Context: an optimization exercise on an open-source flow, tuned for small area, a short achievable clock period and few clock cycles per item. The choices shown serve that exercise and are no tape-out recipe. Only simulation tests tie the RTL to the original design; equivalence was not proved. Power is estimated from default activity; no workload was simulated.

v6:
## geofence
module geofence (clk, reset, X, Y, valid, is_inside);
input clk;
input reset;
input [9:0] X;
input [9:0] Y;
output valid;
output is_inside;
reg [4:0] k;
reg [9:0] px, py;        
reg [11:0] ms, md;       
reg [21:0] q;            
reg [7:0] sg;            
reg [21:0] sa3, sb4;     
reg [21:0] r, l;         
reg [21:0] w, u;         
reg [7:0] occ;           
reg [7:0] vin, vout;     
reg k7;                  
reg vld, ins;            
reg sur;                 
reg line;                
wire xneg, xpos, yneg, ypos;
wire [9:0] xmag, ymag;
absd a_x (.a(X), .b(px), .neg(xneg), .pos(xpos), .mag(xmag));
absd a_y (.a(Y), .b(py), .neg(yneg), .pos(ypos), .mag(ymag));
wire [11:0] ms1 = ms - 12'd1;
wire [11:0] mdp = md + 12'd1;
wire uneg, un1, wneg, wn1;
sgn3 s_u (.a({2'b0, X}), .b({2'b0, Y}), .c(ms), .s(uneg));
sgn3 s_u1 (.a({2'b0, X}), .b({2'b0, Y}), .c(ms1), .s(un1));
sgn3 s_w (.a({2'b0, Y}), .b(~{2'b0, X}), .c(mdp), .s(wneg));
sgn3 s_w1 (.a({2'b0, Y}), .b(~{2'b0, X}), .c(md), .s(wn1));
  ...
Size: about 2500 cells after synthesis, about 290 flip-flops, ~0.024 sq mm of cells after synthesis.
clock: 11.5 ns
lec_check: 0
cap_margin: 20
core_margin: 2
core_utilization: 45
slew_margin: 20
synth_hierarchical: 1
synth_minimum_keep_size: 0
standard.sh (not shown) runs the stock make flow with config.mk's settings and CLKGATE_MAP_FILE= SYNTH_SCRIPT=/design/flow/synth_recipe.tcl, a recipe that flattens the netlist after the stock synthesis.
==> flow/flow/run.sh <==
#!/bin/bash
# Standard layout, with timing repair aiming for a period of about 4.3 ns
# (setup margin 7.2 ns at the design's 11.5 ns clock).
set -euo pipefail
bash standard.sh SETUP_SLACK_MARGIN=7.2 finish > flow.log 2>&1
v6 ended with every stage complete and zero timing, DRC or antenna violations.
Testbench counts of v6, summed over its fixed seeds: cycles 14,865, items 1,600.
Input-level comparison between v7 and v6:
Settings: CORE_UTILIZATION changed from 45 to 35.
==> summary.txt <==
No stage failed in v7, and the final checks on the layout all came back clean. From v6 to v7 the numbers moved as follows: total global-route track usage -4.9 points; time the final worst path needs with I/O delays and setup went down; proportion of total power due to net switching held steady. In terms of logic gate share of total power, v6 and v7 differ only marginally. Summary of v7 over v6: power saw a decrease; cell internal power dissipation decreased about 1.8%; clock group total power shows a reduction of about 5%.


## pine
Another version of the RTL of geofence (not shown whole).
For scale: ~2300 cells after synthesis, ~290 flip-flops, roughly 0.023 mm2 of cells after synthesis.
clock: 11.5 ns
lec_check: 0
cap_margin: 20
core_margin: 2
core_utilization: 35
slew_margin: 20
synth_hierarchical: 1
synth_minimum_keep_size: 0
==> flow/flow/run.sh <==
#!/bin/bash
# Standard layout, with timing repair aiming for a period of about 3.9 ns
# (setup margin 7.6 ns at the design's 11.5 ns clock).
set -euo pipefail
bash standard.sh SETUP_SLACK_MARGIN=7.6 finish > flow.log 2>&1
Testbench counts of pine, summed over its fixed seeds: cycles 15,151, items 1,600.
Input-level comparison between birch and pine:
==> flow/flow/run.sh <==
#!/bin/bash
# Standard layout, with timing repair aiming for a period of about 4.3 ns
# (setup margin 7.2 ns at the design's 11.5 ns clock).
set -euo pipefail
bash standard.sh SETUP_SLACK_MARGIN=7.2 finish > flow.log 2>&1
==> summary.txt <==
- birch: all stages complete, timing, DRC and antenna checks passed
- Delta (birch minus pine): post-detailed-placement cell area lower, count of plain and timing-repair buffers in the layout lower, fmax higher, via count lower.


## job 9806
geofence, a different RTL version from the one above (not shown whole).
Size in the first run: ~290 flip-flops, about 24 I/O pins.
export LEC_CHECK = 0
export CAP_MARGIN = 20
export CORE_MARGIN = 2
export CORE_UTILIZATION = 35
export SLEW_MARGIN = 20
export SYNTH_HIERARCHICAL = 1
export SYNTH_MINIMUM_KEEP_SIZE = 0
create_clock -name core_clock -period 11.5 [get_ports {clk}]
==> flow/flow/run.sh <==
#!/bin/bash
# Standard layout, with timing repair aiming for a period of about 4.1 ns
# (setup margin 7.4 ns at the design's 11.5 ns clock).
set -euo pipefail
bash standard.sh SETUP_SLACK_MARGIN=7.4 finish > flow.log 2>&1
Testbench counts of job 9806, summed over its fixed seeds: cycles 15,151, items 1,600.
Changes in job 3952 relative to job 9806:
==> flow/flow/run.sh <==
#!/bin/bash
# Standard layout, with timing repair aiming for a period of about 4.5 ns
# (setup margin 7.0 ns at the design's 11.5 ns clock).
set -euo pipefail
bash standard.sh SETUP_SLACK_MARGIN=7.0 finish > flow.log 2>&1
[summary]
- [job 3952] timing-limited maximum frequency fell about 5.6% relative to job 9806
- Job 9806 → job 3952: routed wire length -about 5%; final hold violation count saw little to no change; layout filler cell count picked up an extra 139.
- In the reports for job 9806 and job 3952, the larger met1 capacity usage during global routing belongs to job 9806.
- Re via count normalized by instance count: job 9806 was higher than job 3952.
- Between job 9806 and job 3952, post-layout instance area is lower for job 3952, job 9806 comes in above that.
--- input diff job 3952..job 2340 ---
==> flow/flow/run.sh <==
#!/bin/bash
# Standard layout, with timing repair aiming for a period of about 4.3 ns
# (setup margin 7.2 ns at the design's 11.5 ns clock).
set -euo pipefail
bash standard.sh SETUP_SLACK_MARGIN=7.2 finish > flow.log 2>&1
diff --git a/flow/config.mk b/flow/config.mk
--- a/flow/config.mk
+++ b/flow/config.mk
@@ -10 +10 @@
-export CORE_UTILIZATION = 35
+export CORE_UTILIZATION = 45
Results
- Source of the critical timing path: sg[0]$_DFF_P_ -> job 3952, X[6] -> job 2340
- Total number of vias is higher on job 2340
- Job 2340 against job 3952: number of cells in the design after placement decreased by about 6% relative to the old numbers, worst hold slack went up 0.0050 ns, number of H-tree levels increased 1, maximum operating frequency went up about 4.7%.
- Sequential share of layout area: job 2340 vs job 3952 down 0.64 points
- Compared with job 3952, job 2340 shows a higher first-pass GRT wire length.
- Between job 3952 and job 2340, met3 track demand over resource in global routing is higher for job 2340, job 3952 comes in under that.
- Looking at worst clock skew, job 2340 sits above job 3952.
- Wire length (job 2340 over job 3952): increase, 1.7 mm
Setup changes, job 2340 to job 7131
diff --git a/flow/config.mk b/flow/config.mk
--- a/flow/config.mk
+++ b/flow/config.mk
@@ -10 +10 @@
-export CORE_UTILIZATION = 45
+export CORE_UTILIZATION = 35
--- outcome ---
Comparing job 2340 with job 7131, the worst voltage drop across the vdd grid came out essentially unchanged. Between job 7131 and job 2340, number of signal-net buffers in the layout is higher for job 2340, job 7131 comes in under that. Global router's overall resource usage (higher): job 2340. Initial core utilization: higher on job 2340. Summary: with job 2340 as the reference, die area in job 7131 moved up by more than a quarter. Final cell count without fillers (job 7131 over job 2340): increase, 157. Between job 7131 and job 2340, the register clock-pin slew on the reported worst setup and hold paths figures differ only marginally. Job 7131 against job 2340: clock buffer count increased 1; sequential share of layout area essentially unchanged.


Another version of the RTL of geofence (not shown whole).
Size: ~290 flip-flops, about 24 I/O pins.
clock: 11.5 ns
lec_check: 0
cap_margin: 20
core_margin: 2
core_utilization: 45
slew_margin: 20
synth_hierarchical: 1
synth_minimum_keep_size: 0
==> flow/flow/run.sh <==
#!/bin/bash
# Standard layout, with timing repair aiming for a period of about 4.3 ns
# (setup margin 7.2 ns at the design's 11.5 ns clock).
set -euo pipefail
bash standard.sh SETUP_SLACK_MARGIN=7.2 finish > flow.log 2>&1
Testbench counts at the start, summed over its fixed seeds: cycles 15,151, items 1,600.
Edit:
CORE_UTILIZATION = 35   (was 45)
Cell count went up by a few percent.
Non-clock buffer count went up by 2.
Synthesized cell count is unchanged.
Maximum frequency went up slightly.
Via count went up slightly.
Power hardly moves.
Clock skew went down by 5.5 ps.
Setup slack is better by 63 ps.
Combinational power went up slightly.
Sequential cell count does not change.


Another version of the RTL of geofence (not shown whole).
Size in the first run: about 290 flip-flops, ~23,000 µm² of cells after synthesis.
clock: 11.5 ns
lec_check: 0
abc_clock_period_in_ps: 4500
cap_margin: 20
core_margin: 2
core_utilization: 35
slew_margin: 20
Scripts as last shown in full above: flow/flow/run.sh
Testbench counts at the start, summed over its fixed seeds: cycles 15,062, items 1,600.
Rerun with:
==> flow/flow/run.sh (replaced) <==
#!/bin/bash
# Standard layout, with timing repair aiming for a period of about 5.0 ns
# (setup margin 6.5 ns at the design's 11.5 ns clock).
set -euo pipefail
bash standard.sh SETUP_SLACK_MARGIN=6.5 finish > flow.log 2>&1
Settings changed: ABC_CLOCK_PERIOD_IN_PS 4500 to 5500, CORE_UTILIZATION 35 to 50.
The new run completed with no timing, DRC or antenna violations.
Worst setup slack got worse by 91 ps.
Power falls by a few percent.
Non-clock buffer count fell by 53.
Cell area goes down by a few percent.
Worst hold slack gets worse by 5.2 ps.
Clock-buffer cell count came out higher by 9.
Synthesized cell count is unchanged.

separate check: timing with driven ports:
Ports are ideal in the flow. The routed layouts listed here were re-timed in OpenROAD. Step 1 (the two cells are an assumption about what drives the block):
set clk [get_ports {clk}]
set_driving_cell -lib_cell sky130_fd_sc_hd__clkbuf_16 $clk
set_driving_cell -lib_cell sky130_fd_sc_hd__buf_2 [delete_from_list [all_inputs] $clk]
Step 2 also shifts input and output timing later by t, the mid clock arrival at the registers, as if the neighbouring blocks saw the same clock. Slacks: no drivers / after step 1 / after step 2; pairs: no drivers / after step 1.
run | shift t [ns] | setup WS [ns] | worst hold slack (ns) | pins driven straight from the clock port
v6 | 0.613 | 7.280 / 7.243 / 6.682 | 0.451 / 0.451 / 0.451 | 1
v7 | 0.603 | 7.293 / 7.266 / 6.709 | 0.459 / 0.459 / 0.459 | 1
pine | 0.605 | 7.049 / 7.028 / 6.423 | 0.459 / 0.459 / 0.459 | 1
birch | 0.616 | 7.069 / 7.097 / 6.481 | 0.457 / 0.457 / 0.457 | 1
job 9806 | 0.592 | 7.347 / 7.319 / 6.727 | 0.476 / 0.476 / 0.476 | 1
job 3952 | 0.657 | 7.102 / 7.041 / 6.507 | 0.467 / 0.467 / 0.467 | 1
job 2340 | 0.602 | 7.298 / 7.281 / 6.721 | 0.472 / 0.472 / 0.472 | 1
job 7131 | 0.595 | 7.304 / 7.248 / 6.727 | 0.475 / 0.475 / 0.475 | 1
the first run of note 4 | 0.613 | 7.168 / 7.190 / 6.578 | 0.476 / 0.476 / 0.476 | 1
the second run of note 4 | 0.627 | 7.231 / 7.243 / 6.629 | 0.482 / 0.482 / 0.482 | 1
the first run of note 5 | 0.603 | 5.839 / 5.830 / 5.226 | 0.432 / 0.432 / 0.432 | 1
the second run of note 5 | 0.597 | 5.748 / 5.768 / 5.171 | 0.427 / 0.427 / 0.427 | 1
After both steps every run listed still meets setup and hold. The setup slack of pine, which loses most, moves by -0.021 ns with the drivers and by -0.626 ns with both steps.
